This design comes from an exercise in tuning for small area on the open sky130 flow, not from production work. Only simulation tests tie the RTL to the original design; equivalence was not proved. Power and IR drop assume default switching activity.

==> design.v <==
module DDRControlModule(input clk, input reset,
    input  io_init_calib_complete,
    input  io_mig_data_valid,
    input  io_mig_rdy,
    input  io_mig_wdf_rdy,
    input [127:0] io_data_from_mig,
    input  io_ram_en,
    input  io_ram_write,
    input [29:0] io_ram_addr,
    input [255:0] io_data_to_ram,
    output[2:0] io_cmd_to_mig,
    output io_app_en,
    output io_ram_rdy,
    output io_app_wdf_wren,
    output io_app_wdf_end,
    output[26:0] io_addr_to_mig,
    output[127:0] io_data_to_mig,
    output[255:0] io_data_to_cpu,
    output[4:0] io_state_to_cpu
);
  reg  [4:0]   state;
  reg  [5:0]   counter;
  reg          ram_write_old;
  reg  [21:0]  ram_addr_old;
  reg  [127:0] lo;
  reg  [127:0] hi;
  wire c = io_init_calib_complete;
  wire v = io_mig_data_valid;
  wire s0  = state == 5'd0;
  wire s16 = state[4] & ~state[0];
  wire s17 = state[4] & state[0];
  wire lowst = ~state[4];
  wire [3:0] sl = state[3:0];
  wire ge1  = counter != 6'd0;
  wire ge3  = counter >= 6'd3;
  wire ge4  = counter >= 6'd4;
  wire ge60 = counter >= 6'd60;
  wire hit  = ~io_ram_addr[25] & (ram_addr_old == io_ram_addr[24:3]) &
              (ram_write_old == io_ram_write);
  wire move = io_ram_en & ~hit;
  wire rsel = state[4] | (state[3] & state[2]);
  wire hsel = state[3] | (state[1] & ~state[2]);
  wire [127:0] op = rsel ? hi : (hsel ? io_data_to_ram[255:128] : io_data_to_ram[127:0]);
  wire mismatch = io_data_from_mig != op;
  wire rb_done = v & ge4;
  wire rb_to   = ~v & ge60;
  reg [4:0] nstate;
  reg       clr;
  always @(*) begin
    nstate = state;
    clr = 1'b0;
    if (s17) begin
      nstate = 5'd0;
    end else if (s16) begin
      if (rb_done) nstate = mismatch ? 5'd13 : 5'd17;
      else if (rb_to) begin nstate = 5'd15; clr = 1'b1; end
    end else begin
      case (sl)
        4'd0:  if (move) begin nstate = io_ram_write ? 5'd1 : 5'd9; clr = 1'b1; end
        4'd1:  if (io_mig_rdy & io_mig_wdf_rdy) begin nstate = 5'd2; clr = 1'b1; end
        4'd2:  if (io_mig_rdy & ge3) begin nstate = 5'd5; clr = 1'b1; end
        4'd3:  if (io_mig_rdy & io_mig_wdf_rdy) begin nstate = 5'd4; clr = 1'b1; end
        4'd4:  if (io_mig_rdy & ge3) begin nstate = 5'd7; clr = 1'b1; end
        4'd5:  if (io_mig_rdy & ge1) begin nstate = 5'd6; clr = 1'b1; end
        4'd6:  if (rb_done) begin nstate = mismatch ? 5'd1 : 5'd3; clr = 1'b1; end
               else if (rb_to) begin nstate = 5'd5; clr = 1'b1; end
        4'd7:  if (io_mig_rdy & ge1) begin nstate = 5'd8; clr = 1'b1; end
        4'd8:  if (rb_done) begin nstate = mismatch ? 5'd3 : 5'd17; clr = 1'b1; end
               else if (rb_to) begin nstate = 5'd7; clr = 1'b1; end
        4'd9:  if (io_mig_rdy & ge1) begin nstate = 5'd10; clr = 1'b1; end
        4'd10: if (rb_done) begin nstate = 5'd11; clr = 1'b1; end
               else if (rb_to) begin nstate = 5'd9; clr = 1'b1; end
        4'd11: if (io_mig_rdy & ge1) begin nstate = 5'd12; clr = 1'b1; end
        4'd12: if (rb_done) begin nstate = mismatch ? 5'd9 : 5'd13; clr = 1'b1; end
               else if (rb_to) begin nstate = 5'd11; clr = 1'b1; end
        4'd13: if (io_mig_rdy & ge1) begin nstate = 5'd14; clr = 1'b1; end
        4'd14: if (rb_done) begin nstate = 5'd15; clr = 1'b1; end
               else if (rb_to) begin nstate = 5'd13; clr = 1'b1; end
        default: if (io_mig_rdy & ge1) begin nstate = 5'd16; clr = 1'b1; end
      endcase
    end
  end
  wire hi_we = c & lowst & ((sl == 4'd10) | (sl == 4'd14)) & rb_done;
  wire lo_we = c & lowst & (sl == 4'd12) & rb_done;
  wire done_we = c & s17;
  always @(posedge clk) begin
    if (reset) state <= 5'd0;
    else if (c) state <= nstate;
    if (c) counter <= clr ? 6'd0 : counter + 6'd1;
    if (reset) begin
      ram_write_old <= 1'b0;
      ram_addr_old <= 22'd0;
    end else if (done_we) begin
      ram_write_old <= io_ram_write;
      ram_addr_old <= io_ram_addr[24:3];
    end
    if (reset) hi <= 128'd0;
    else if (hi_we) hi <= io_data_from_mig;
    if (reset) lo <= 128'd0;
    else if (lo_we) lo <= hi;
  end
  wire iss = c & state[0] & lowst;
  wire wr  = iss & ~state[3] & ~state[2];
  assign io_state_to_cpu = state;
  assign io_ram_rdy      = (s0 & (~io_ram_en | hit)) | s17;
  assign io_app_en       = iss;
  assign io_app_wdf_wren = wr;
  assign io_app_wdf_end  = wr;
  assign io_cmd_to_mig   = {2'b00, state[3] | state[2]};
  assign io_addr_to_mig  = {io_ram_addr[24:3], state[3] ? state[2] : state[1], 4'h0};
  assign io_data_to_mig  = op;
  assign io_data_to_cpu  = {hi, lo};
endmodule
==> run.sh <==
#!/bin/bash
# synth_recipe.tcl (not shown) runs the flow's synth.tcl, then flattens the netlist and writes it again
# the make line also repeats each setting of config.mk as NAME=value (left out here)
make -C /OpenROAD-flow-scripts/flow DESIGN_CONFIG=/design/flow/config.mk WORK_HOME=/design/flow/orfs CLKGATE_MAP_FILE= SYNTH_SCRIPT=/design/flow/synth_recipe.tcl finish
==> config.mk <==
export PLATFORM = sky130hd
export DESIGN_NAME = DDRControlModule
export DESIGN_NICKNAME = DDRControlModule
export VERILOG_FILES = /design/flow/design.v
export SDC_FILE = /design/flow/constraint.sdc
export NUM_CORES = 4
export LEC_CHECK = 0
export CAP_MARGIN = 20
export CORE_AREA = 5 5 315 315
export DIE_AREA = 0 0 320 320
export SLEW_MARGIN = 20
==> constraint.sdc <==
create_clock -name core_clock -period 7.0 [get_ports {clk}]
set_input_delay 1.4000 -clock core_clock [delete_from_list [all_inputs] [get_ports {clk}]]
set_output_delay 1.4000 -clock core_clock [all_outputs]
set_load 0.01 [all_outputs]
==> metrics.cfg, run 1 <==
[sta]
fmax_mhz = 173.8
rsz0062_at_grt = false
final_max_slew_viol_count = 0
slew_headroom_pct = 20.40
worst_pin_slew_ns = 1.186
period_share_pct = 82.18
period_needed_ns = 5.753
final.setup_skew_ns = 0.03613
final-setup-viol-count = 0
setup_tns_ns = 0
hold_viol_final = 0

[floorplanning]
dieWidth_um = 320
initial_core_util_pct = 18.44
placementRows = 113
num_io_pins = 845
dieArea_um2 = 102400
die_h_um = 320
coreArea_um2 = 95150

[min_path]
hold_start = lo[56]
hold_end = lo[56]
hp-class = register to register
holdPathStages = 2

[power]
power_switching_w = 0.004457
p_leak_nw = 9.888
p_sw_share_pct = 47.44
vdd_drop_max_mv = 0.1762
power_density_nw_per_um2 = 329.2
p_seq_share_pct = 19.3
p_int_w = 0.004938
clkPwrFrac_pct = 25.5
power_frac_comb_pct = 55.2

[final_layout]
fillCellCount = 10350
drive_gt1_share_pct = 5.454
final_nets = 3616
synthToLayoutAreaGrowth_pct = 62.66
final_area_um2 = 28540

[place]
hpwl_um = 141500
placed_area_um2 = 26870
port_buffers = 831
gp_congestion = 0.9976

[worst_setup_path]
worstSetupStartpoint = state[1]
required_ns = 5.60
path_class = register to output port
r2r_slack_ns = 1.91
crit_fanout = 35
timing.rr.end = state[2]
worstPathArrival_ns = 4.35
worst-r2r-cell-count = 10
cp-end-kind = output port
cp-start-kind = register
rr_startpoint = state[1]

[yosys]
synth_top_cell_area_share_pct = 32.41
yosysSeqAreaShare_pct = 33.44
synthArstFlopShare_pct = 0
yosys-top-cells-area = dfxtp_1, nand2_1, a21oi_1
ys_warn_count = 1
avgSynthCellArea_um2 = 7.114
post_synth_num_cell_types = 89
ys_ff_latch = 290
syn_inst = 2466
syn_area_um2 = 17540
synth-edff-count = 6
ys.flop_type = dfxtp_1
yosys.area.top_type = dfxtp_1

[global_route]
overflow = 0
grt_pass1_vias = 22650
grt_max_degree = 168
antenna_found_initial = 120
grt_pass1_wl_um = 219500
grt_usage_pct = 31.57

[drt]
dr.pass1.iters = 7
drtAntennaViolNets = 0
drc = 0
routed_wl_um = 171800
viasPerCell = 5.322
via_count = 24270
drt_first_iter_violations = 3065
wl_per_cell_um = 37.68

[clock_tree]
clk_path_buf_depth = 3
clk_latency_ns = 0.64
cts-resized-gates = 0
post_cts_buffers = 0
path_clk_slew_ns = 0.06
clkSinkCount = 290
cts_hold_buffers = 0
h-tree-depth = 2
cts_buffers = 44
cts_tree = yes
root_buffer = clkbuf_16

[status]
status = complete, no violations

[run]
drv.max_cap_violation_count = 0

[registers in the layout, summed over array words and instances (netlist names)]
name           cells
state              5
ram_write_old      1
counter            6
lo               128
ram_addr_old      22
hi               128
[worst max path at each step]
stage,endpoint,cells after the start
2_1_floorplan,io_ram_rdy,6
3_3_place_gp,state[2],10
3_5_place_dp,io_ram_rdy,8
4_1_cts,io_data_to_mig[86],5
5_1_grt,io_data_to_mig[86],5
6_report,io_data_to_mig[86],5
[cell type report]
type,instances,area (um^2),share of cell area [%]
timing repair buffer,887,8806,30.86
sequential,290,5868,20.56
tap,1265,1583,5.547
multi-input combinational,1840,10130,35.49
clock buffer,56,1216,4.262
inverter,129,486.7,1.706
antenna,68,170.2,0.5963
clock inverter,25,279.0,0.9778
[layout by cell type, fill, tap and decap left out, types with 8 or more instances in the layout]
master and n:
o32ai_1 10, a211oi_1 23, nand2b_1 24, clkbuf_16 44, clkinv_2 8, nor3_1 39, a22oi_1 28, a32o_1 8
diode_2 68, a21oi_1 304, a31oi_1 49, o32a_1 9, inv_1 128, and3_1 19, dfxtp_1 282, o2111ai_1 14
xor2_1 16, mux2i_1 30, clkdlybuf4s50_1 830, nand3_1 62, o21ai_0 57, a222oi_1 13, a221oi_1 9, a311oi_1 17
a32oi_1 29, a2111oi_0 11, nor4_1 22, o22ai_1 52, o21ai_1 10, buf_4 51, nor2_1 155, nand4_1 17
nand2_1 601, xnor2_1 13, nor2b_1 27, and4_1 11
[metrics by stage]
stage	util (%)	setup slack, ns	cells	total power [W]	hold WS [ns]
floorplan	-	3.194	2471	0.003920	0.4805
global placement	28.24	1.724	4411	0.006911	0.4412
detailed placement	28.24	1.711	4411	0.006894	0.4459
CTS	29.81	1.341	4492	0.009339	0.4535
global route	29.89	1.139	4523	0.009633	0.4679
finish	29.99	1.247	4560	0.009395	0.4509
[logic make-up (layout without fill, tap and decap cells)]
logic type / Yosys count / in the layout / synth area share, %
buf+inv: 341 / 1097 / 9.357
simple gates: 1029 / 1029 / 25.79
fa+ha+maj: 2 / 2 / 0.1426
mux: 30 / 30 / 1.712
other cells: 1 / 74 / 0.02138
xor+xnor: 29 / 29 / 1.448
flops: 290 / 290 / 33.44
compound gates: 744 / 744 / 28.09
[per-layer routing]
layer / share of wire (%) / track usage [%] / routed length [um] / up-vias
met1: 37 / 35.89 / 63820 / 11720
met5: 0.29 / 0 / 498 / -
li1: - / - / - / 10330
met4: 6.3 / 17.05 / 10840 / 74
met3: 14 / 16.60 / 23430 / 437
met2: 43 / 47.91 / 73220 / 1707
[critical path, stage by stage, from the launching register on]
cell and delay [ns]:
dfxtp_1 0.90, nand2b_4 0.52, nand2_1 0.86, o22ai_1 0.21, nor2_1 0.52, clkdlybuf4s50_1 0.68
[power by group through the flow]
stage	logic (W)	registers [W]	clock network [W]
detailed placement	0.00505	0.00184	0
finish	0.00519	0.00181	0.00240
global placement	0.00507	0.00184	0
CTS	0.00508	0.00181	0.00245
floorplan	0.00215	0.00177	0
global route	0.00532	0.00182	0.00250
[synthesized netlist by cell type (all sizes together), types with 8 or more instances]
master   count
xor2        16
nor2b       31
nor2       160
xnor2       13
inv        129
and4        11
a21oi      305
a2111oi     17
a32o         8
a222oi      13
dfxtp      284
a311oi      17
nand2b      25
nand2      602
a32oi       29
and3        19
clkbuf     105
o32a         9
nand4       18
nor3        40
o22ai       52
a211oi      23
o32ai       12
nor4        24
mux2i       30
a31oi       51
nand3       64
buf        107
a221oi      10
o2111ai     14
a22oi       29
o21ai       67
==> run 2: changes to the inputs <==
--- a/design.v
+++ b/design.v
@@ -40,8 +40,10 @@
   wire move = io_ram_en & ~hit;
   wire rsel = state[4] | (state[3] & state[2]);
   wire hsel = state[3] | (state[1] & ~state[2]);
-  wire [127:0] op = rsel ? hi : (hsel ? io_data_to_ram[255:128] : io_data_to_ram[127:0]);
-  wire mismatch = io_data_from_mig != op;
+  wire sa = ~rsel & ~hsel;
+  wire sb = ~rsel & hsel;
+  wire [127:0] op, x, hd, ld;
+  wire mismatch = |x;
   wire rb_done = v & ge4;
   wire rb_to   = ~v & ge60;
   reg [4:0] nstate;
@@ -83,6 +85,20 @@
   wire hi_we = c & lowst & ((sl == 4'd10) | (sl == 4'd14)) & rb_done;
   wire lo_we = c & lowst & (sl == 4'd12) & rb_done;
   wire done_we = c & s17;
+  wire he1 = ~reset & hi_we;
+  wire he0 = ~reset & ~hi_we;
+  wire le1 = ~reset & lo_we;
+  wire le0 = ~reset & ~lo_we;
+  genvar i;
+  generate
+    for (i = 0; i < 128; i = i + 1) begin : g_bit
+      DDRSel3 u_sel(.a(io_data_to_ram[i]), .b(io_data_to_ram[128 + i]), .c(hi[i]),
+                    .sa(sa), .sb(sb), .sc(rsel), .y(op[i]));
+      DDRXor  u_x(.a(io_data_from_mig[i]), .b(op[i]), .y(x[i]));
+      DDRHold u_h(.d(io_data_from_mig[i]), .q(hi[i]), .e1(he1), .e0(he0), .y(hd[i]));
+      DDRHold u_l(.d(hi[i]), .q(lo[i]), .e1(le1), .e0(le0), .y(ld[i]));
+    end
+  endgenerate
   always @(posedge clk) begin
     if (reset) state <= 5'd0;
     else if (c) state <= nstate;
@@ -94,10 +110,8 @@
       ram_write_old <= io_ram_write;
       ram_addr_old <= io_ram_addr[24:3];
     end
-    if (reset) hi <= 128'd0;
-    else if (hi_we) hi <= io_data_from_mig;
-    if (reset) lo <= 128'd0;
-    else if (lo_we) lo <= hi;
+    hi <= hd;
+    lo <= ld;
   end
   wire iss = c & state[0] & lowst;
   wire wr  = iss & ~state[3] & ~state[2];
@@ -111,3 +125,12 @@
   assign io_data_to_mig  = op;
   assign io_data_to_cpu  = {hi, lo};
 endmodule
+module DDRSel3(input a, input b, input c, input sa, input sb, input sc, output y);
+  assign y = (sa & a) | (sb & b) | (sc & c);
+endmodule
+module DDRXor(input a, input b, output y);
+  assign y = a ^ b;
+endmodule
+module DDRHold(input d, input q, input e1, input e0, output y);
+  assign y = (e1 & d) | (e0 & q);
+endmodule
--- a/config.mk
+++ b/config.mk
@@ -6,6 +6,9 @@
 export NUM_CORES = 4
 export LEC_CHECK = 0
 export CAP_MARGIN = 20
-export CORE_AREA = 5 5 315 315
-export DIE_AREA = 0 0 320 320
+export CORE_AREA = 5 5 245 245
+export CTS_BUF_LIST = sky130_fd_sc_hd__clkbuf_8
+export CTS_CLUSTER_SIZE = 40
+export DIE_AREA = 0 0 250 250
 export SLEW_MARGIN = 20
+export SYNTH_HIERARCHICAL = 1
==> run 2 against run 1 <==
Against the previous run: still clean; core utilization up 11 points; non-clock buffer count down 38; combinational power down 18%; sequential share of layout area up 4.6 points; total power down 17%; largest power group unchanged; highest routed layer unchanged.
==> metrics.cfg, run 2 <==
[status]
status = complete, no violations

[clock_tree]
cts_buffers = 52  ; +18%
cts_hold_buffers = 0  ; unchanged
root_buffer = clkbuf_8
h-tree-depth = 2  ; unchanged
cts-resized-gates = 0  ; unchanged
clkSinkCount = 290  ; unchanged
post_cts_buffers = 0  ; unchanged
clk_path_buf_depth = 3  ; unchanged
cts_tree = yes
clk_latency_ns = 0.62  ; -0.02 ns
path_clk_slew_ns = 0.06  ; about the same

[floorplanning]
placementRows = 88  ; -22%
die_h_um = 250  ; -22%
initial_core_util_pct = 22.55  ; +4.1 points
dieWidth_um = 250  ; -22%
coreArea_um2 = 57370  ; -40%
num_io_pins = 845  ; unchanged
dieArea_um2 = 62500  ; -39%

[drt]
drt_first_iter_violations = 1713  ; -44%
drc = 0  ; unchanged
wl_per_cell_um = 26.33  ; -30%
viasPerCell = 5.072  ; -4.7%
route.met2.wl_um = 36340  ; -50%
dr.pass1.iters = 10  ; +3
drtAntennaViolNets = 0  ; unchanged
met1_length_um = 30630  ; -52%
wl_met3_um = 7462  ; -68%
via_count = 14830  ; -39%
routed_wl_um = 76970  ; -55%
topRoutingLayerUsed = met5

[final_layout]
layout_common_cells = clkdlybuf4s50_1, dfxtp_1, a22o_1
seq_area_um2 = 5866  ; about the same
fillCellCount = 5591  ; -46%
final_nets = 2531  ; -30%
layout_commonest_cell = clkdlybuf4s50_1
drive_gt1_share_pct = 5.135  ; -0.32 points
synthToLayoutAreaGrowth_pct = 80.32
multiInputGateArea_um2 = 6355  ; -37%
top_regs = hi x128, lo x128, ram_addr_old x22
fin_cells = 2923  ; -36%

[place]
hpwl_um = 58980  ; -58%
gp_congestion = 0.9300  ; -6.8%
port_buffers = 831  ; unchanged
dpl_worst_slack_ns = 1.388  ; -0.3236 ns
placedCellCount = 2818  ; -36%

[yosys]
avgSynthCellArea_um2 = 10.34  ; +45%
synth_top_cell_area_share_pct = 43.96  ; +12 points
synthArstFlopShare_pct = 0  ; unchanged
netlist_top_cells_count = dfxtp_1, a22o_1, xor2_1
ys_warn_count = 7  ; +6
post_synth_num_cell_types = 56  ; -37%
yosys-top-cells-area = dfxtp_1, a22o_1, xor2_1
yosys.area.top_type = dfxtp_1
synth_most_common_cell = dfxtp_1
synthSimpleGateAreaFrac_pct = 6.298  ; -19 points
synth-edff-count = 6  ; unchanged
yosys-mux-area-fraction_pct = 0.07739  ; -1.6 points
synth_top_family_by_area = compound AO/OA/AOI/OAI gates
yosysSeqAreaShare_pct = 45.35  ; +12 points
synth-xor-area-share_pct = 10.56  ; +9.1 points
synth_compound_area_share_pct = 31.13  ; +3.0 points
ys_ff_latch = 290  ; unchanged
syn_area_um2 = 12930  ; -26%
syn_inst = 1251  ; -49%
synthAdderAreaFrac_pct = 0.1935  ; +0.051 points
ys.flop_type = dfxtp_1

[global_route]
grt_pass1_vias = 15030  ; -34%
antenna_found_initial = 27  ; -78%
overflow = 0  ; unchanged
grt_max_degree = 129  ; -23%
grt_usage_pct = 22.84  ; -8.7 points
grt_pass1_wl_um = 108600  ; -51%

[min_path]
hold_start = lo[88]
hp-class = register to register

[sta]
final-setup-viol-count = 0  ; unchanged
setup_tns_ns = 0  ; unchanged
final.setup_skew_ns = 0.02434  ; -0.01178 ns
fin_ws_ns = 1.566  ; +0.3188 ns
period_share_pct = 77.63  ; -4.6 points
holdWs_ns = 0.4661  ; +0.01518 ns
slew_headroom_pct = 39.92  ; +20 points
fmax_mhz = 184.0  ; +5.9%
worst_pin_slew_ns = 0.8986  ; -0.2874 ns
hold_viol_final = 0  ; unchanged
period_needed_ns = 5.434  ; -0.3188 ns
rsz0062_at_grt = false
final_max_slew_viol_count = 0  ; unchanged

[worst_setup_path]
cpLargestDelayFamily = buffers and inverters
cp-end-kind = output port
crit_chain = nand2_1, nand2b_4, buf_12, buf_4, a222oi_1, inv_1, clkdlybuf4s50_1
worstSetupStartpoint = state[2]
path_class = register to output port
worstPathArrival_ns = 4.03  ; -0.32 ns
rr_startpoint = state[1]
crit_fanout = 52  ; +49%
cp_num_buf_inv = 4  ; +3
cp-start-kind = register
max_stage_delay_ns = 0.88  ; -0.02 ns
cp_slowest_cell = dfxtp_1
required_ns = 5.60  ; about the same

[power]
clkPwrFrac_pct = 21.6  ; -3.9 points
p_sw_share_pct = 41.11  ; -6.3 points
power_density_nw_per_um2 = 333.2  ; +1.2%
power_switching_w = 0.003195  ; -28%
vdd_drop_max_mv = 0.2352  ; +34%
p_int_w = 0.004576  ; -7.3%
power_frac_comb_pct = 55.0  ; -0.2 points
p_seq_share_pct = 23.4  ; +4.1 points
p_leak_nw = 9.101  ; -8.0%

[run]
drv.max_cap_violation_count = 0  ; unchanged

-- run 2: cell types whose count changed after synthesis, moves of 57 or more --
| cell | delta |
|---|---|
| nand2_1 | -549 |
| nor2_1 | -140 |
| a22o_1 | +250 |
| xor2_1 | +133 |
| clkbuf_1 | -88 |
| a222oi_1 | +115 |
| a21oi_1 | -268 |
| nand3_1 | -57 |
-- run 2: worst reg2reg max path, delay by kind of cell, from the launching register on --
family | cells | cell delay (ns)
buf+inv | 4 | 0.91
flops | 1 | 0.83
xor+xnor | 1 | 0.21
simple gates | 7 | 2.53
compound gates | 2 | 0.70
-- run 2: worst paths after layout --
check / to / slack, ns / depth (start not counted)
min reg2reg: lo[88] / 0.47 / 1
max: io_data_to_mig[76] / 1.57 / 7
max reg2reg: state[2] / 1.70 / 14
min: lo[88] / 0.47 / 1
-- run 2: per-module statistics from Yosys (local to each module, per instance) --
module	flip-flops and latches	cells	copies in the design	area, um^2
DDRControlModule	290	611	1	7809
DDRHold	0	1	256	8.758
DDRSel3	0	2	128	13.76
DDRXor	0	1	128	8.758
-- run 2: area by class of cell --
| class | count | share of cell area (%) |
|---|---|---|
| timing repair buffer | 849 | 36.51 |
| multi-input combinational | 780 | 27.25 |
| sequential | 290 | 25.15 |
| tap | 765 | 4.104 |
| clock buffer | 68 | 4.013 |
| inverter | 134 | 2.157 |
| clock inverter | 21 | 0.6438 |
| antenna | 16 | 0.1717 |
-- run 2: kinds of logic after synthesis --
logic type                 count (synthesis)
AOI/OAI and AO/OA                        459
DFF                                      290
buffers and inverters                    186
xor gates and xnor gates                 156
and+or+nand+nor                          156
adders and majority gates                  2
other                                      1
muxes                                      1
-- run 2: metrics by stage --
stage	cell area [um^2]	util, %	power (W)
after global placement	22200	38.69	0.006076
after global routing	23310	40.64	0.008163
after detailed placement	22200	38.69	0.006097
final	23320	40.66	0.007771
after floorplan	12970	-	0.003898
after CTS	23280	40.59	0.007822
-- run 2: per-layer routing --
layer | GRT usage (%) | up-vias
met2 | 37.81 | 862
met5 | 0 | -
met4 | 7.532 | 8
met1 | 28.19 | 7152
li1 | - | 6668
met3 | 7.399 | 135
-- run 2: power groups by stage --
stage	combinational (W)	sequential (W)	clock, W
finish	0.00428	0.00182	0.00168
floorplan	0.00212	0.00178	0
detailed placement	0.00425	0.00185	0
CTS	0.00428	0.00181	0.00173
global route	0.00454	0.00183	0.00180
global placement	0.00423	0.00184	0
==> run 3: changes to the inputs <==
--- a/config.mk
+++ b/config.mk
@@ -6,9 +6,7 @@
 export NUM_CORES = 4
 export LEC_CHECK = 0
 export CAP_MARGIN = 20
-export CORE_AREA = 5 5 245 245
-export CTS_BUF_LIST = sky130_fd_sc_hd__clkbuf_8
-export CTS_CLUSTER_SIZE = 40
-export DIE_AREA = 0 0 250 250
+export CORE_AREA = 5 5 315 315
+export DIE_AREA = 0 0 320 320
 export SLEW_MARGIN = 20
 export SYNTH_HIERARCHICAL = 1
==> run 3 against run 2 <==
Against the previous run: register-to-register slack got worse by 0.29 ns; highest routed layer unchanged; cell count increased by 17%; clock power increased by 23%; design area increased by 4.1%; wire length increased by 13%; non-clock buffer count increased by 19; clock skew increased by 0.0010 ns; total power increased by 8.8%; combinational power increased by 7.0%.
==> metrics.cfg, run 3 <==
[status]
status = complete, no violations

[yosys]
syn_inst = 1251  ; unchanged
synth_top_cell_area_share_pct = 43.96  ; unchanged
netlist_top_cells_count = dfxtp_1, a22o_1, xor2_1
yosys.area.top_type = dfxtp_1
synthArstFlopShare_pct = 0  ; unchanged
ys_ff_latch = 290  ; unchanged
synth_most_common_cell = dfxtp_1
synth-edff-count = 6  ; unchanged
ys.flop_type = dfxtp_1
post_synth_num_cell_types = 56  ; unchanged
ys_warn_count = 7  ; unchanged
syn_area_um2 = 12930  ; unchanged
avgSynthCellArea_um2 = 10.34  ; unchanged
yosysSeqAreaShare_pct = 45.35  ; unchanged
yosys-top-cells-area = dfxtp_1, a22o_1, xor2_1

[worst_setup_path]
crit_chain = inv_1, nor2_1, nor3_4, buf_4, a222oi_1, inv_1, xor2_1, nor4_1, nand4_1, nor4_1, nand3_1, or3_1, a311oi_1
worstSetupPathDepth = 13  ; +6
cp-start-kind = register
cpLargestDelayFamily = simple AND/OR/NAND/NOR gates
cp-end-kind = register
required_ns = 7.45  ; +1.85 ns
worstSetupStartpoint = state[1]
worst-r2r-cell-count = 13  ; -1
path_class = register to register
cp_slowest_cell = a222oi_1
rr_startpoint = state[1]
r2r_slack_ns = 1.41  ; -0.29 ns
crit_fanout = 49  ; -5.8%
cp_num_buf_inv = 3  ; -1
max_stage_delay_ns = 0.85  ; -0.03 ns
worstPathArrival_ns = 6.03  ; +2.00 ns

[clock_tree]
h-tree-depth = 2  ; unchanged
path_clk_slew_ns = 0.07  ; about the same
clk_path_buf_depth = 3  ; unchanged
cts-resized-gates = 0  ; unchanged
cts_buffers = 37  ; -29%
clk_latency_ns = 0.56  ; -0.06 ns
clkSinkCount = 290  ; unchanged
post_cts_buffers = 0  ; unchanged
cts_tree = yes
cts_hold_buffers = 0  ; unchanged
root_buffer = clkbuf_16

[final_layout]
fin_cells = 3409  ; +17%
drive_gt1_share_pct = 5.056  ; -0.079 points
final_nets = 2535  ; +0.16%
layout_commonest_cell = clkdlybuf4s50_1
synthToLayoutAreaGrowth_pct = 87.63
top_regs = hi x128, lo x128, ram_addr_old x22
layout_common_cells = clkdlybuf4s50_1, dfxtp_1, a22o_1

[drt]
via_count = 14590  ; -1.6%
drtAntennaViolNets = 0  ; unchanged
wl_per_cell_um = 25.52  ; -3.1%
drc = 0  ; unchanged
routed_wl_um = 87000  ; +13%
viasPerCell = 4.280  ; -16%
dr.pass1.iters = 8  ; -2
drt_first_iter_violations = 1381  ; -19%

[sta]
slew_headroom_pct = 32.87  ; -7.1 points
final-setup-viol-count = 0  ; unchanged
final.setup_skew_ns = 0.02535  ; +0.001009 ns
period_needed_ns = 5.586  ; +0.1526 ns
hold_viol_final = 0  ; unchanged
worst_pin_slew_ns = 1.007  ; +0.1084 ns
fmax_mhz = 179.0  ; -2.7%
final_max_slew_viol_count = 0  ; unchanged
period_share_pct = 79.80  ; +2.2 points
rsz0062_at_grt = false
setup_tns_ns = 0  ; unchanged

[floorplanning]
placementRows = 113  ; +28%
coreArea_um2 = 95150  ; +66%
num_io_pins = 845  ; unchanged
dieArea_um2 = 102400  ; +64%
dieWidth_um = 320  ; +28%
die_h_um = 320  ; +28%
initial_core_util_pct = 13.59  ; -9.0 points

[place]
gp_congestion = 0.8710  ; -6.3%
placedCellCount = 3337  ; +18%
port_buffers = 831  ; unchanged
hpwl_um = 69750  ; +18%

[global_route]
antenna_found_initial = 24  ; -11%
grt_max_degree = 80  ; -38%
grt_usage_pct = 15.84  ; -7.0 points
overflow = 0  ; unchanged
grt_pass1_vias = 14970  ; -0.39%
grt_pass1_wl_um = 117900  ; +8.6%

[min_path]
hp-class = register to register
holdPathStages = 2  ; +1
hold_start = ram_addr_old[13]

[run]
drv.max_cap_violation_count = 0  ; unchanged

[power]
vdd_drop_max_mv = 0.1882  ; -20%
power_density_nw_per_um2 = 348.4  ; +4.6%
p_leak_nw = 9.236  ; +1.5%

-- run 3: cell counts after synthesis --
No cell type changed its count.
-- run 3: Yosys stat by module, one instance, submodules excluded --
module	area [um^2]	copies in the design	cells inside	flip-flops and latches
DDRSel3	13.76	128	2	0
DDRXor	8.758	128	1	0
DDRControlModule	7809	1	611	290
DDRHold	8.758	256	1	0
-- run 3: worst paths after layout --
kind	end
setup / recovery	state[2]
hold / removal	ram_addr_old[13]
setup reg to reg	state[2]
hold reg to reg	ram_addr_old[13]
-- run 3: layer usage --
metal / GRT usage (%) / routed length [um]
met5: 0.7870 / 196
met4: 4.012 / 1960
met3: 5.944 / 8486
met2: 26.28 / 40680
met1: 19.37 / 35680
-- run 3: area by class of cell --
| type | instances | area [um^2] |
|---|---|---|
| antenna | 8 | 20.02 |
| clock inverter | 8 | 143.9 |
| clock buffer | 56 | 1151 |
| fill | 10170 | 70890 |
| inverter | 134 | 503.0 |
| tap | 1265 | 1583 |
| timing repair buffer | 868 | 8646 |
| sequential | 290 | 5866 |
| multi-input combinational | 780 | 6355 |
-- run 3: worst register-to-register path, delay by kind of cell (launching register included) --
family | cells | cell delay (ns)
and+or+nand+nor | 7 | 2.59
AOI/OAI and AO/OA | 2 | 1.16
buffers and inverters | 3 | 0.71
DFF | 1 | 0.82
xor gates and xnor gates | 1 | 0.21
-- run 3: where the power goes --
group / internal (W) / switching, W / leakage (nW)
clock: 0.00128 / 0.000788 / 0.639
combinational: 0.00198 / 0.00259 / 6.25
sequential: 0.00171 / 0.000105 / 2.35
-- run 3: through the flow --
stage | hold slack (ns) | util, % | power, W | setup WS (ns) | cell area [um^2]
floorplan | 0.4481 | - | 0.003898 | -0.5912 | 12970
global placement | 0.4520 | 24.12 | 0.006471 | 1.427 | 22950
detailed placement | 0.4523 | 24.12 | 0.006451 | 1.458 | 22950
CTS | 0.4661 | 25.48 | 0.008590 | 1.431 | 24250
global route | 0.4811 | 25.50 | 0.008910 | 1.245 | 24260
finish | 0.4648 | 25.50 | 0.008455 | 1.414 | 24270
-- run 3: logic make-up (layout without fill, tap and decap cells) --
group | count (synthesis) | in the layout | synth area share [%]
AND/OR/NAND/NOR | 156 | 156 | 6.298
XOR/XNOR | 156 | 156 | 10.56
buffers and inverters | 186 | 1066 | 6.356
other | 1 | 14 | 0.02899
multiplexers | 1 | 1 | 0.07739
adder cells (fa/ha/maj) | 2 | 2 | 0.1934
flip-flops | 290 | 290 | 45.35
AO/OA/AOI/OAI | 459 | 459 | 31.13
==> run 4: changes to the inputs <==
==> flow/run.sh (new file) <==
#!/bin/bash
set -euo pipefail
export BUFFER_PORTS_ARGS="-buffer_cell sky130_fd_sc_hd__buf_1"
export CTS_ARGS="-sink_clustering_enable -repair_clock_nets -sink_clustering_size 30 -sink_clustering_max_diameter 80 -buf_list sky130_fd_sc_hd__clkbuf_16 -dont_use_dummy_load"
bash standard.sh finish > flow_make.log 2>&1
==> standard.sh (new file) <==
#!/bin/bash
# synth_recipe.tcl (not shown) runs the flow's synth.tcl, then flattens the netlist and writes it again
# the make line also repeats each setting of config.mk as NAME=value (left out here)
make -C /OpenROAD-flow-scripts/flow DESIGN_CONFIG=/design/flow/config.mk WORK_HOME=/design/flow/orfs CLKGATE_MAP_FILE= SYNTH_SCRIPT=/design/flow/synth_recipe.tcl "${@:-finish}"
--- a/config.mk
+++ b/config.mk
@@ -6,7 +6,7 @@
 export NUM_CORES = 4
 export LEC_CHECK = 0
 export CAP_MARGIN = 20
-export CORE_AREA = 5 5 315 315
-export DIE_AREA = 0 0 320 320
+export CORE_AREA = 5 5 245 245
+export DIE_AREA = 0 0 250 250
 export SLEW_MARGIN = 20
 export SYNTH_HIERARCHICAL = 1
removed: run.sh
==> run 4 against run 3 <==
Against the previous run: still clean on timing, DRC and antenna; register-to-register slack better by 0.74 ns; synthesized cell count unchanged; hold slack better by 0.00074 ns; clock power down 46%; combinational power down 25%; critical endpoint unchanged; largest cell class is now multi-input gates.
==> metrics.cfg, run 4 <==
[status]
status = complete, no violations

[sta]
rsz0062_at_grt = false
fmax_mhz = 206.4  ; +15%
hold_viol_final = 0  ; unchanged
final-setup-viol-count = 0  ; unchanged
final_max_slew_viol_count = 0  ; unchanged
fin_ws_ns = 2.154  ; +0.7405 ns
period_share_pct = 69.23  ; -11 points
holdWs_ns = 0.4655  ; +0.0007360 ns
final.setup_skew_ns = 0.04917  ; +0.02382 ns
setup_tns_ns = 0  ; unchanged
period_needed_ns = 4.846  ; -0.7405 ns
slew_headroom_pct = 26.46  ; -6.4 points
worst_pin_slew_ns = 1.103  ; +0.09606 ns

[worst_setup_path]
crit_fanout = 72  ; +47%
required_ns = 7.43  ; -0.02 ns
cp-start-kind = register
worstPathArrival_ns = 5.27  ; -0.76 ns
cp-end-kind = register
path_class = register to register
r2r_slack_ns = 2.15  ; +0.74 ns

[power]
p_leak_nw = 6.643  ; -28%
power_density_nw_per_um2 = 360.7  ; +3.5%
vdd_drop_max_mv = 0.2228  ; +18%

[drt]
wl_per_cell_um = 24.41  ; -4.3%
wl_met3_um = 8139  ; -4.1%
routed_wl_um = 69800  ; -20%
drt_first_iter_violations = 1746  ; +26%
drc = 0  ; unchanged
dr.pass1.iters = 7  ; -1
topRoutingLayerUsed = met5
met1_length_um = 26960  ; -24%
route.met2.wl_um = 32000  ; -21%
viasPerCell = 5.107  ; +19%
drtAntennaViolNets = 0  ; unchanged
via_count = 14600  ; +0.075%

[clock_tree]
root_buffer = clkbuf_16
clk_latency_ns = 0.56  ; about the same
path_clk_slew_ns = 0.07  ; about the same
cts_tree = yes
h-tree-depth = 1  ; -1
clkSinkCount = 290  ; unchanged
clk_path_buf_depth = 3  ; unchanged
cts_hold_buffers = 0  ; unchanged
cts_buffers = 21  ; -43%
post_cts_buffers = 0  ; unchanged
cts-resized-gates = 0  ; unchanged

[floorplanning]
num_io_pins = 845  ; unchanged
dieWidth_um = 250  ; -22%
placementRows = 88  ; -22%
die_h_um = 250  ; -22%
dieArea_um2 = 62500  ; -39%
initial_core_util_pct = 22.55  ; +9.0 points
coreArea_um2 = 57370  ; -40%

[global_route]
overflow = 0  ; unchanged
grt_pass1_wl_um = 97170  ; -18%
grt_max_degree = 129  ; +61%
grt_usage_pct = 20.35  ; +4.5 points
grt_pass1_vias = 13930  ; -7.0%
antenna_found_initial = 39  ; +63%

[place]
hpwl_um = 53890  ; -23%
gp_congestion = 0.9595  ; +10%
dpl_worst_slack_ns = 1.459  ; +0.001330 ns
port_buffers = 831  ; unchanged

[yosys]
yosys.area.top_type = dfxtp_1
yosysSeqAreaShare_pct = 45.35  ; unchanged
ys_warn_count = 7  ; unchanged
synthArstFlopShare_pct = 0  ; unchanged
ys_ff_latch = 290  ; unchanged
yosys-top-cells-area = dfxtp_1, a22o_1, xor2_1
post_synth_num_cell_types = 56  ; unchanged
ys.flop_type = dfxtp_1
netlist_top_cells_count = dfxtp_1, a22o_1, xor2_1
synth_most_common_cell = dfxtp_1
syn_inst = 1251  ; unchanged
synth_top_cell_area_share_pct = 43.96  ; unchanged
synth-edff-count = 6  ; unchanged
syn_area_um2 = 12930  ; unchanged
avgSynthCellArea_um2 = 10.34  ; unchanged

[final_layout]
drive_gt1_share_pct = 2.651  ; -2.4 points
layout_commonest_cell = buf_1
top_regs = hi x128, lo x128, ram_addr_old x22
layout_common_cells = buf_1, dfxtp_1, a22o_1
final_nets = 2501  ; -1.3%
synthToLayoutAreaGrowth_pct = 35.88

[min_path]
hp-class = register to register

[run]
drv.max_cap_violation_count = 0  ; unchanged

run 4: cell counts after synthesis:
Identical to the previous run, type by type.
run 4: worst max-delay path, stage by stage (launching register included):
cell and delay (ns):
dfxtp_1 0.30, buf_4 0.20, nor3_4 0.39, buf_4 0.79
buf_4 0.45, a222oi_1 0.17, inv_1 0.13, xor2_1 0.08
nor4_1 0.57, nand4_1 0.34, nor4_1 0.33, nand3_1 0.29
or3_1 0.44, a311oi_1 0.25
run 4: where the power goes:
part / switching [W] / total, W / internal [W]
logic: 0.00233 / 0.00345 / 0.00112
clock network: 0.000591 / 0.00112 / 0.000530
registers: 0.0000574 / 0.00176 / 0.00171
run 4: cells by family after synthesis:
group           Yosys count  synth area share [%]
compound gates          459                 31.13
xor+xnor                156                 10.56
fa+ha+maj                 2                0.1934
buf+inv                 186                 6.356
flops                   290                 45.35
mux                       1               0.07739
other cells               1               0.02899
simple gates            156                 6.298
run 4: routing by layer:
layer  GRT usage [%]  vias up
met3           7.409      101
li1                -     6557
met1           25.25     7050
met5               0        -
met2           32.06      883
met4           8.405       10
run 4: final timing paths:
check,startpoint,endpoint,depth (start not counted)
worst min-delay path,ram_write_old,ram_write_old,2
worst max register to register,state[3],state[2],13
worst max-delay path,state[3],state[2],13
worst min register to register,ram_write_old,ram_write_old,2
run 4: layout make-up:
class / instances / area, um^2
repair buffers: 850 / 3321
diodes: 19 / 47.55
flip-flops and latches: 290 / 5866
inverters: 134 / 503.0
multi-input cells: 780 / 6355
clock buffers: 21 / 525.5
fillers: 6216 / 39790
well taps: 765 / 957.2
run 4: per-module statistics from Yosys, one instance, submodules excluded:
module            flops+latches  cells
DDRSel3                       0      2
DDRXor                        0      1
DDRHold                       0      1
DDRControlModule            290    611
run 4: per-stage QoR:
stage / total power (W) / cells / area [um^2] / util, %
4_1_cts: 0.006332 / 2839 / 17510 / 30.53
6_report: 0.006338 / 2859 / 17570 / 30.64
2_1_floorplan: 0.003898 / 1256 / 12970 / -
5_1_grt: 0.006686 / 2855 / 17560 / 30.62
3_3_place_gp: 0.005194 / 2818 / 16990 / 29.61
3_5_place_dp: 0.005191 / 2818 / 16990 / 29.61
==> run 5: changes to the inputs <==
==> flow/run.sh (replaced) <==
#!/bin/bash
set -euo pipefail
export BUFFER_PORTS_ARGS="-buffer_cell sky130_fd_sc_hd__buf_1"
export CTS_ARGS="-sink_clustering_enable -repair_clock_nets -sink_clustering_size 16 -sink_clustering_max_diameter 60 -buf_list sky130_fd_sc_hd__clkbuf_8 -dont_use_dummy_load"
bash standard.sh finish > flow_make.log 2>&1
==> run 5 against run 4 <==
Against the previous run: critical path depth unchanged; combinational power about the same; core utilization decreased by 0.26 points; synthesized cell count unchanged; design area decreased by 0.84%; sequential power about the same; clock skew increased by 0.038 ns; non-clock buffer count unchanged; global-route usage about the same; sequential share of layout area increased by 0.28 points.
==> metrics.cfg, run 5 <==
[yosys]
netlist_top_cells_count = dfxtp_1, a22o_1, xor2_1
synth_top_cell_area_share_pct = 43.96  ; unchanged
ys.flop_type = dfxtp_1
avgSynthCellArea_um2 = 10.34  ; unchanged
syn_area_um2 = 12930  ; unchanged
yosys.area.top_type = dfxtp_1
yosys-top-cells-area = dfxtp_1, a22o_1, xor2_1
ys_warn_count = 7  ; unchanged
post_synth_num_cell_types = 56  ; unchanged
synth-edff-count = 6  ; unchanged
syn_inst = 1251  ; unchanged
yosysSeqAreaShare_pct = 45.35  ; unchanged
synthArstFlopShare_pct = 0  ; unchanged
synth_most_common_cell = dfxtp_1
ys_ff_latch = 290  ; unchanged

[floorplanning]
initial_core_util_pct = 22.55  ; unchanged
dieArea_um2 = 62500  ; unchanged
dieWidth_um = 250  ; unchanged
coreArea_um2 = 57370  ; unchanged
placementRows = 88  ; unchanged
die_h_um = 250  ; unchanged
num_io_pins = 845  ; unchanged

[clock_tree]
cts_hold_buffers = 0  ; unchanged
cts-resized-gates = 0  ; unchanged
h-tree-depth = 1  ; unchanged
post_cts_buffers = 0  ; unchanged
cts_tree = yes
clk_latency_ns = 0.65  ; +0.09 ns
clkSinkCount = 290  ; unchanged
path_clk_slew_ns = 0.05  ; -0.02 ns
cts_buffers = 28  ; +33%
clk_path_buf_depth = 3  ; unchanged
root_buffer = clkbuf_8

[sta]
fmax_mhz = 206.8  ; +0.22%
period_share_pct = 69.08  ; -0.15 points
hold_viol_final = 0  ; unchanged
holdWs_ns = 0.4692  ; +0.003715 ns
final_max_slew_viol_count = 0  ; unchanged
setup_tns_ns = 0  ; unchanged
period_needed_ns = 4.835  ; -0.01056 ns
rsz0062_at_grt = false
worst_pin_slew_ns = 0.9827  ; -0.1203 ns
final-setup-viol-count = 0  ; unchanged
final.setup_skew_ns = 0.08762  ; +0.03846 ns
slew_headroom_pct = 34.48  ; +8.0 points
fin_ws_ns = 2.165  ; +0.01056 ns

[place]
dpl_worst_slack_ns = 1.459  ; unchanged
gp_congestion = 0.9595  ; unchanged
hpwl_um = 53890  ; unchanged
port_buffers = 831  ; unchanged

[drt]
drtAntennaViolNets = 0  ; unchanged
dr.pass1.iters = 9  ; +2
drt_first_iter_violations = 1633  ; -6.5%
via_count = 14590  ; -0.096%
drc = 0  ; unchanged
routed_wl_um = 69950  ; +0.20%
viasPerCell = 5.095  ; -0.24%
wl_per_cell_um = 24.43  ; about the same

[power]
finalPower_w = 0.006139  ; -3.1%
p_leak_nw = 6.586  ; -0.87%
vdd_drop_max_mv = 0.2223  ; -0.24%
power_density_nw_per_um2 = 352.3  ; -2.3%

[final_layout]
seq_area_um2 = 5866  ; unchanged
multiInputGateArea_um2 = 6355  ; unchanged
layout_common_cells = buf_1, dfxtp_1, a22o_1
top_regs = hi x128, lo x128, ram_addr_old x22
drive_gt1_share_pct = 2.978  ; +0.33 points
final_nets = 2508  ; +0.28%
synthToLayoutAreaGrowth_pct = 34.74
layout_commonest_cell = buf_1
fillCellCount = 6224  ; +0.13%

[worst_setup_path]
crit_fanout = 72  ; unchanged
cp-end-kind = register
crit_chain = buf_4, nor3_4, buf_4, buf_4, a222oi_1, inv_1, xor2_1, nor4_1, nand4_1, nor4_1, nand3_1, or3_1, a311oi_1
cp-start-kind = register
path_class = register to register
worstPathArrival_ns = 5.33  ; +0.06 ns
max_stage_delay_ns = 0.79  ; about the same
cp_slowest_cell = buf_4
required_ns = 7.49  ; +0.06 ns
crit_top_cell = buf_4

[global_route]
antenna_found_initial = 34  ; -13%
grt_pass1_wl_um = 97670  ; +0.51%
overflow = 0  ; unchanged
grt_usage_pct = 20.35  ; about the same
grt_max_degree = 129  ; unchanged
grt_pass1_vias = 13930  ; +0.022%

[min_path]
hp-class = register to register

[run]
drv.max_cap_violation_count = 0  ; unchanged

[status]
status = complete, no violations

[run 5: cell types whose count changed in the layout (fill, tap and decap cells not counted)]
cell       before  now
clkbuf_16      21    0
clkbuf_8        0   28
diode_2        19   16
[run 5: path summary, 6_finish.rpt]
| kind | start | endpoint | slack, ns | cells past startpoint |
|---|---|---|---|---|
| max | state[3] | state[2] | 2.16 | 13 |
| max reg2reg | state[3] | state[2] | 2.16 | 13 |
| min reg2reg | lo[3] | lo[3] | 0.47 | 1 |
| min | lo[3] | lo[3] | 0.47 | 1 |
[run 5: Yosys stat by module (local to each module, per instance)]
module / flops+latches / cells inside / cell area (um^2)
DDRXor: 0 / 1 / 8.758
DDRSel3: 0 / 2 / 13.76
DDRControlModule: 290 / 611 / 7809
DDRHold: 0 / 1 / 8.758
[run 5: report_power, final]
part,internal [W],switching (W)
Sequential,0.00171,0.0000576
Combinational,0.00112,0.00232
Clock,0.000353,0.000580
Total,0.00318,0.00295
[run 5: per-layer routing]
metal	vias up	track usage, %	routed length [um]	share of wire [%]
met5	-	0	41	0.059
met4	6	5.754	1664	2.4
met3	87	5.888	7650	11
met2	901	33.19	32880	47
met1	7031	26.36	27710	40
li1	6562	-	-	-
[run 5: logic make-up (layout without fill, tap and decap cells)]
kind of cell	count (synthesis)	count (layout)	share of synthesized area [%]
xor+xnor	156	156	10.56
mux	1	1	0.07739
fa+ha+maj	2	2	0.1934
simple gates	156	156	6.298
compound gates	459	459	31.13
flops	290	290	45.35
other cells	1	22	0.02899
buf+inv	186	1012	6.356
[run 5: final cells by class]
type | count | share of cell area (%)
inverters | 134 | 2.886
multi-input cells | 780 | 36.47
repair buffers | 850 | 19.06
clock buffers | 28 | 2.211
flip-flops and latches | 290 | 33.66
diodes | 16 | 0.2298
well taps | 765 | 5.493
[run 5: stage by stage]
| stage | util (%) | area [um^2] | std cells |
|---|---|---|---|
| after global routing | 30.37 | 17420 | 2860 |
| final | 30.38 | 17430 | 2863 |
| after global placement | 29.61 | 16990 | 2818 |
| after floorplan | - | 12970 | 1256 |
| after detailed placement | 29.61 | 16990 | 2818 |
| after CTS | 30.28 | 17370 | 2846 |
[run 5: critical path, delay by kind of cell, from the launching register on]
kind                      cells  cell delay [ns]
and+or+nand+nor               6             2.36
buffers and inverters         4             1.57
xor gates and xnor gates      1             0.08
DFF                           1             0.29
AOI/OAI and AO/OA             2             0.41
==> run 6: changes to the inputs <==
==> flow/run.sh (replaced) <==
#!/bin/bash
# Own layout flow: the standard flow (standard.sh, unchanged synthesis) with
#  - port buffers made of the smallest buffer cell (buf_1) instead of ORFS's default pick,
#  - a clock tree of clkbuf_8 with sink clusters of up to 16 and no dummy loads.
# Each ORFS step writes its own log under orfs/logs; make's output goes to flow_make.log.
set -euo pipefail
export BUFFER_PORTS_ARGS="-buffer_cell sky130_fd_sc_hd__buf_1"
export CTS_ARGS="-sink_clustering_enable -repair_clock_nets -sink_clustering_size 16 -sink_clustering_max_diameter 60 -buf_list sky130_fd_sc_hd__clkbuf_8 -dont_use_dummy_load"
bash standard.sh finish > flow_make.log 2>&1
--- a/config.mk
+++ b/config.mk
@@ -6,7 +6,7 @@
 export NUM_CORES = 4
 export LEC_CHECK = 0
 export CAP_MARGIN = 20
-export CORE_AREA = 5 5 245 245
-export DIE_AREA = 0 0 250 250
+export CORE_AREA = 5 5 195 195
+export DIE_AREA = 0 0 200 200
 export SLEW_MARGIN = 20
 export SYNTH_HIERARCHICAL = 1
==> run 6 against run 5 <==
Against the previous run: the run now fails in I/O pin placement; area after synthesis did not move; synthesized cell count did not move.
==> metrics.cfg, run 6 <==
[yosys]
post_synth_num_cell_types = 56  ; unchanged
synth_most_common_cell = dfxtp_1
yosysSeqAreaShare_pct = 45.35  ; unchanged
syn_area_um2 = 12930  ; unchanged
yosys-top-cells-area = dfxtp_1, a22o_1, xor2_1
synth_top_cell_area_share_pct = 43.96  ; unchanged
ys_ff_latch = 290  ; unchanged
synth-edff-count = 6  ; unchanged
synthArstFlopShare_pct = 0  ; unchanged
syn_inst = 1251  ; unchanged
netlist_top_cells_count = dfxtp_1, a22o_1, xor2_1
avgSynthCellArea_um2 = 10.34  ; unchanged
yosys.area.top_type = dfxtp_1
ys.flop_type = dfxtp_1
ys_warn_count = 7  ; unchanged

[floorplanning]
dieWidth_um = 200  ; -20%
die_h_um = 200  ; -20%
initial_core_util_pct = 36.36  ; +14 points
placementRows = 69  ; -22%

[status]
failed_stage = I/O pin placement
status = did not finish
toolErrorMsg = [ERROR PPL-0024] Number of IO pins (845) exceeds maximum number of available positions (718). Increase the die perimeter from 800.00um to 1149.20um.

[run 6: cell counts after synthesis]
No cell type changed its count.
[run 6: per-module statistics from Yosys (local to each module, per instance)]
module / flip-flops and latches / copies in the design / cells inside / cell area [um^2]
DDRSel3: 0 / 128 / 2 / 13.76
DDRXor: 0 / 128 / 1 / 8.758
DDRControlModule: 290 / 1 / 611 / 7809
DDRHold: 0 / 256 / 1 / 8.758
[run 6: cell families after synthesis]
logic type	share of synthesized area (%)
AO/OA/AOI/OAI	31.13
flip-flops	45.35
buffers and inverters	6.356
XOR/XNOR	10.56
AND/OR/NAND/NOR	6.298
adder cells (fa/ha/maj)	0.1934
other	0.02899
multiplexers	0.07739
==> run 7: changes to the inputs <==
--- a/config.mk
+++ b/config.mk
@@ -6,7 +6,7 @@
 export NUM_CORES = 4
 export LEC_CHECK = 0
 export CAP_MARGIN = 20
-export CORE_AREA = 5 5 195 195
-export DIE_AREA = 0 0 200 200
+export CORE_AREA = 5 5 235 235
+export DIE_AREA = 0 0 240 240
 export SLEW_MARGIN = 20
 export SYNTH_HIERARCHICAL = 1
==> run 7 against run 6 <==
Against the previous run: now clean on timing, DRC and antenna; area after synthesis did not move; synthesized cell count did not move.
==> metrics.cfg, run 7 <==
[status]
status = complete, no violations

[worst_setup_path]
crit_fanout = 51
rr_startpoint = state[2]
worstSetupStartpoint = state[2]
cp-start-kind = register
worstPathArrival_ns = 5.84
required_ns = 7.50
cp-end-kind = register
path_class = register to register

[drt]
drc = 0
wl_per_cell_um = 25.57
dr.pass1.iters = 9
viasPerCell = 5.362
drt_first_iter_violations = 1836
drtAntennaViolNets = 0
routed_wl_um = 71480
via_count = 14990

[final_layout]
final_area_um2 = 17320
layout_common_cells = buf_1, dfxtp_1, a22o_1
final_nets = 2505
drive_gt1_share_pct = 2.790
layout_commonest_cell = buf_1
top_regs = hi x128, lo x128, ram_addr_old x22
synthToLayoutAreaGrowth_pct = 33.89

[clock_tree]
clk_path_buf_depth = 3
root_buffer = clkbuf_8
post_cts_buffers = 0
path_clk_slew_ns = 0.06
cts_buffers = 28
clkSinkCount = 290
cts_hold_buffers = 0
cts_tree = yes
clk_latency_ns = 0.65
h-tree-depth = 1
cts-resized-gates = 0

[sta]
final-setup-viol-count = 0
period_needed_ns = 5.335
fmax_mhz = 187.4
period_share_pct = 76.22
slew_headroom_pct = 35.84
final.setup_skew_ns = 0.07426
rsz0062_at_grt = false
worst_pin_slew_ns = 0.9611
hold_viol_final = 0
final_max_slew_viol_count = 0
holdWs_ns = 0.4640

[floorplanning]
die_h_um = 240  ; +20%
initial_core_util_pct = 24.66  ; -12 points
dieArea_um2 = 57600
coreArea_um2 = 52450
placementRows = 84  ; +22%
dieWidth_um = 240  ; +20%
num_io_pins = 845

[run]
drv.max_cap_violation_count = 0

[min_path]
hold_start = lo[14]
hp-class = register to register

[yosys]
synth_most_common_cell = dfxtp_1
yosys.area.top_type = dfxtp_1
ys_ff_latch = 290  ; unchanged
netlist_top_cells_count = dfxtp_1, a22o_1, xor2_1
ys.flop_type = dfxtp_1
syn_area_um2 = 12930  ; unchanged
syn_inst = 1251  ; unchanged
post_synth_num_cell_types = 56  ; unchanged
yosys-top-cells-area = dfxtp_1, a22o_1, xor2_1
synth_top_cell_area_share_pct = 43.96  ; unchanged
synthArstFlopShare_pct = 0  ; unchanged
avgSynthCellArea_um2 = 10.34  ; unchanged
yosysSeqAreaShare_pct = 45.35  ; unchanged
synth-edff-count = 6  ; unchanged
ys_warn_count = 7  ; unchanged

[place]
placed_area_um2 = 16860
hpwl_um = 56480
gp_congestion = 1.042
port_buffers = 831

[global_route]
grt_pass1_wl_um = 97350
antenna_found_initial = 44
grt_max_degree = 129
grt_pass1_vias = 14100
overflow = 0
grt_usage_pct = 22.38

[power]
vdd_drop_max_mv = 0.2220
p_leak_nw = 6.565
power_density_nw_per_um2 = 350.6

==> run 7: cell counts after synthesis <==
Identical to the previous run, type by type.
==> run 7: cells by family (layout without fill, tap and decap cells) <==
group | Yosys count | count (layout) | synth area share [%]
AOI/OAI and AO/OA | 459 | 459 | 31.13
xor gates and xnor gates | 156 | 156 | 10.56
adders and majority gates | 2 | 2 | 0.1934
buffers and inverters | 186 | 1009 | 6.356
DFF | 290 | 290 | 45.35
muxes | 1 | 1 | 0.07739
other | 1 | 34 | 0.02899
and+or+nand+nor | 156 | 156 | 6.298
==> run 7: per-stage QoR <==
step                std cells  total power [W]  TNS, ns  utilization [%]  worst slack (ns)
finish                   2795         0.006072        0            33.02             1.665
global route             2776         0.006399        0            32.93             1.458
CTS                      2767         0.006081        0            32.88             1.698
detailed placement       2739         0.005144        0            32.15             1.707
global placement         2739         0.005116        0            32.15             1.820
floorplan                1256         0.003898   -75.68                -           -0.5912
==> run 7: per-module statistics from Yosys, one instance, submodules excluded <==
module            cells inside  cell area, um^2  flops+latches
DDRControlModule           611             7809            290
DDRHold                      1            8.758              0
DDRSel3                      2            13.76              0
DDRXor                       1            8.758              0
==> run 7: where the power goes <==
part	switching (W)	internal, W
registers	0.000137	0.00171
clock network	0.000573	0.000354
logic	0.00220	0.00110
total	0.00291	0.00316
==> run 7: worst paths after layout <==
check             endpoint  slack [ns]  cells after the start
setup / recovery  state[2]        1.66                     12
hold / removal      lo[14]        0.46                      1
setup reg to reg  state[2]        1.66                     12
hold reg to reg     lo[14]        0.46                      1
==> run 7: final cells by class <==
cell class / count / area (um^2)
Antenna cell: 28 / 70.07
Multi-Input combinational cell: 780 / 6355
Fill cell: 5650 / 35130
Clock buffer: 28 / 385.4
Timing Repair Buffer: 847 / 3277
Inverter: 134 / 503.0
Tap cell: 688 / 860.8
Sequential cell: 290 / 5866
==> run 7: critical path, stage by stage, from the launching register on <==
cell      delay (ns)
dfxtp_1         0.89
nand2_1         0.37
nand2b_4        0.64
buf_12          0.33
a222oi_1        0.14
inv_1           0.14
xor2_1          0.08
nor4_1          0.59
nand4_1         0.26
nor3_1          0.59
nand3_1         0.38
or3_1           0.44
a311oi_1        0.24
==> run 7: metal layers <==
metal | vias up | wire, um | global-route usage (%)
li1 | 6573 | - | -
met1 | 7329 | 26770 | 29.00
met2 | 946 | 34020 | 37.30
met3 | 128 | 8523 | 5.448
met4 | 12 | 2085 | 6.276
met5 | - | 89 | 0
==> run 8: changes to the inputs <==
--- a/config.mk
+++ b/config.mk
@@ -5,8 +5,8 @@
 export SDC_FILE = /design/flow/constraint.sdc
 export NUM_CORES = 4
 export LEC_CHECK = 0
-export CAP_MARGIN = 20
+export CAP_MARGIN = 0
 export CORE_AREA = 5 5 235 235
 export DIE_AREA = 0 0 240 240
-export SLEW_MARGIN = 20
+export SLEW_MARGIN = 0
 export SYNTH_HIERARCHICAL = 1
==> run 8 against run 7 <==
Against the previous run: non-clock buffer count did not move; largest cell class unchanged; cell count did not move; synthesized cell count did not move; sequential power barely moved; first-iteration DRC count did not move; die area did not move; largest power group unchanged; area after synthesis did not move; clock power barely moved.
==> metrics.cfg, run 8 <==
[yosys]
synth_most_common_cell = dfxtp_1
post_synth_num_cell_types = 56  ; unchanged
avgSynthCellArea_um2 = 10.34  ; unchanged
ys_warn_count = 7  ; unchanged
netlist_top_cells_count = dfxtp_1, a22o_1, xor2_1
synth-edff-count = 6  ; unchanged
synthArstFlopShare_pct = 0  ; unchanged
yosysSeqAreaShare_pct = 45.35  ; unchanged
ys.flop_type = dfxtp_1
synth_top_cell_area_share_pct = 43.96  ; unchanged
syn_area_um2 = 12930  ; unchanged
ys_ff_latch = 290  ; unchanged
syn_inst = 1251  ; unchanged
yosys-top-cells-area = dfxtp_1, a22o_1, xor2_1
yosys.area.top_type = dfxtp_1

[drt]
via_count = 14990  ; unchanged
drt_first_iter_violations = 1836  ; unchanged
drtAntennaViolNets = 0  ; unchanged
viasPerCell = 5.362  ; unchanged
wl_per_cell_um = 25.57  ; unchanged
routed_wl_um = 71480  ; unchanged
drc = 0  ; unchanged
dr.pass1.iters = 9  ; unchanged

[global_route]
grt_usage_pct = 22.38  ; unchanged
grt_pass1_vias = 14100  ; unchanged
grt_pass1_wl_um = 97350  ; unchanged
overflow = 0  ; unchanged
grt_max_degree = 129  ; unchanged
antenna_found_initial = 44  ; unchanged

[place]
gp_congestion = 1.042  ; unchanged
dpl_worst_slack_ns = 1.707  ; unchanged
hpwl_um = 56480  ; unchanged
port_buffers = 831  ; unchanged
placed_area_um2 = 16860  ; unchanged
placedCellCount = 2739  ; unchanged

[sta]
final_max_slew_viol_count = 0  ; unchanged
hold_viol_final = 0  ; unchanged
worst_pin_slew_ns = 0.9611  ; unchanged
rsz0062_at_grt = false
slew_headroom_pct = 35.84  ; unchanged
holdWs_ns = 0.4640  ; unchanged
period_share_pct = 76.22  ; unchanged
fin_ws_ns = 1.665  ; unchanged
final-setup-viol-count = 0  ; unchanged
setup_tns_ns = 0  ; unchanged
period_needed_ns = 5.335  ; unchanged
fmax_mhz = 187.4  ; unchanged
final.setup_skew_ns = 0.07426  ; unchanged

[clock_tree]
post_cts_buffers = 0  ; unchanged
cts-resized-gates = 0  ; unchanged
cts_hold_buffers = 0  ; unchanged
clk_latency_ns = 0.65  ; about the same
clk_path_buf_depth = 3  ; unchanged
root_buffer = clkbuf_8
path_clk_slew_ns = 0.06  ; about the same
clkSinkCount = 290  ; unchanged
h-tree-depth = 1  ; unchanged
cts_tree = yes
cts_buffers = 28  ; unchanged

[worst_setup_path]
required_ns = 7.50  ; about the same
worstPathArrival_ns = 5.84  ; about the same
cp-start-kind = register
cp_slowest_cell = dfxtp_1
worst-r2r-cell-count = 12  ; unchanged
cp-end-kind = register
path_class = register to register
rr_startpoint = state[2]
max_stage_delay_ns = 0.89  ; about the same
worstSetupStartpoint = state[2]
crit_fanout = 51  ; unchanged
crit_chain = nand2_1, nand2b_4, buf_12, a222oi_1, inv_1, xor2_1, nor4_1, nand4_1, nor3_1, nand3_1, or3_1, a311oi_1

[final_layout]
multiInputGateArea_um2 = 6355  ; unchanged
seq_area_um2 = 5866  ; unchanged
synthToLayoutAreaGrowth_pct = 33.89  ; unchanged
top_regs = hi x128, lo x128, ram_addr_old x22
fin_cells = 2795  ; unchanged
drive_gt1_share_pct = 2.790  ; unchanged
final_area_um2 = 17320  ; unchanged
final_nets = 2505  ; unchanged
layout_commonest_cell = buf_1
layout_common_cells = buf_1, dfxtp_1, a22o_1
fillCellCount = 5650  ; unchanged

[power]
power_density_nw_per_um2 = 350.6  ; unchanged
p_leak_nw = 6.565  ; unchanged
vdd_drop_max_mv = 0.2220  ; unchanged

[min_path]
holdPathStages = 1  ; unchanged
hp-class = register to register
hold_start = lo[14]

[floorplanning]
coreArea_um2 = 52450  ; unchanged
dieArea_um2 = 57600  ; unchanged
dieWidth_um = 240  ; unchanged
num_io_pins = 845  ; unchanged
placementRows = 84  ; unchanged
initial_core_util_pct = 24.66  ; unchanged
die_h_um = 240  ; unchanged

[run]
drv.max_cap_violation_count = 0  ; unchanged

[status]
status = complete, no violations

==> run 8: cell counts in the layout (fill, tap and decap cells not counted) <==
No cell type changed its count.
==> run 8: per-layer routing <==
layer,routed length [um],up-vias,track usage (%)
met2,34020,946,37.30
met1,26770,7329,29.00
met4,2085,12,6.276
li1,-,6573,-
met3,8523,128,5.448
met5,89,-,0
==> run 8: worst max-delay path: cells and delay by family, from the launching register on <==
kind                      cells  cell delay, ns
xor gates and xnor gates      1            0.08
and+or+nand+nor               7            3.27
AOI/OAI and AO/OA             2            0.38
DFF                           1            0.89
buffers and inverters         2            0.47
==> run 8: cell type report <==
cell class                 instances  area share, %
inverter                         134          2.905
multi-input combinational        780          36.70
clock buffer                      28          2.225
sequential                       290          33.87
tap                              688          4.971
timing repair buffer             847          18.92
antenna                           28         0.4046
==> run 8: cells by family (layout without fill, tap and decap cells) <==
family          after synthesis  count (layout)  share of synthesized area, %
other cells                   1              34                       0.02899
flops                       290             290                         45.35
buf+inv                     186            1009                         6.356
simple gates                156             156                         6.298
xor+xnor                    156             156                         10.56
compound gates              459             459                         31.13
fa+ha+maj                     2               2                        0.1934
mux                           1               1                       0.07739
==> run 8: per-module statistics from Yosys, one instance, submodules excluded <==
module | cells inside | cell area, um^2 | flops+latches | times used
DDRControlModule | 611 | 7809 | 290 | 1
DDRHold | 1 | 8.758 | 0 | 256
DDRSel3 | 2 | 13.76 | 0 | 128
DDRXor | 1 | 8.758 | 0 | 128
==> run 8: worst paths after layout <==
path / to / slack, ns
worst min register to register: lo[14] / 0.46
worst max-delay path: state[2] / 1.66
worst max register to register: state[2] / 1.66
worst min-delay path: lo[14] / 0.46
==> run 8: power by group <==
group          switching [W]  internal, W  leakage [nW]  total, W
combinational        0.00220      0.00110          4.02   0.00330
clock               0.000573     0.000354         0.201  0.000927
sequential          0.000137      0.00171          2.35   0.00184
total                0.00291      0.00316          6.57   0.00607
==> run 8: stage by stage <==
stage               power, W  util (%)
floorplan           0.003898         -
global placement    0.005116     32.15
detailed placement  0.005144     32.15
CTS                 0.006081     32.88
global route        0.006399     32.93
finish              0.006072     33.02

==> static timing again, ports no longer ideal <==
The flow's constraints put no driver on any port. The routed layouts listed below were extracted and timed again, unchanged, in two steps.
Step 1 (the two cells are an assumption about what drives the block):
set clk [get_ports {clk}]
set_driving_cell -lib_cell sky130_fd_sc_hd__clkbuf_16 $clk
set_driving_cell -lib_cell sky130_fd_sc_hd__buf_2 [delete_from_list [all_inputs] $clk]
Step 2 also shifts input and output timing later by t, the mid clock arrival at the registers, as if the neighbouring blocks saw the same clock.
Slacks: ideal / step 1 / step 2; pairs: ideal / step 1.
run | shift t [ns] | setup WS [ns] | worst data-port slew with drivers (ns)
run 1 | 0.684 | 1.247 / 1.186 / 1.585 | 0.25
run 2 | 0.653 | 1.566 / 1.516 / 1.591 | 0.21
run 3 | 0.609 | 1.414 / 1.414 / 1.414 | 0.22
run 4 | 0.587 | 2.154 / 2.154 / 1.975 | 0.23
run 5 | 0.659 | 2.165 / 2.165 / 2.076 | 0.21
run 7 | 0.654 | 1.665 / 1.665 / 1.665 | 0.25
run 8 | 0.654 | 1.665 / 1.665 / 1.665 | 0.25
After both steps setup and hold are still met in every run listed. The setup slack of run 4, which loses most, moves by 0.000 ns with the drivers and by -0.179 ns with both steps.
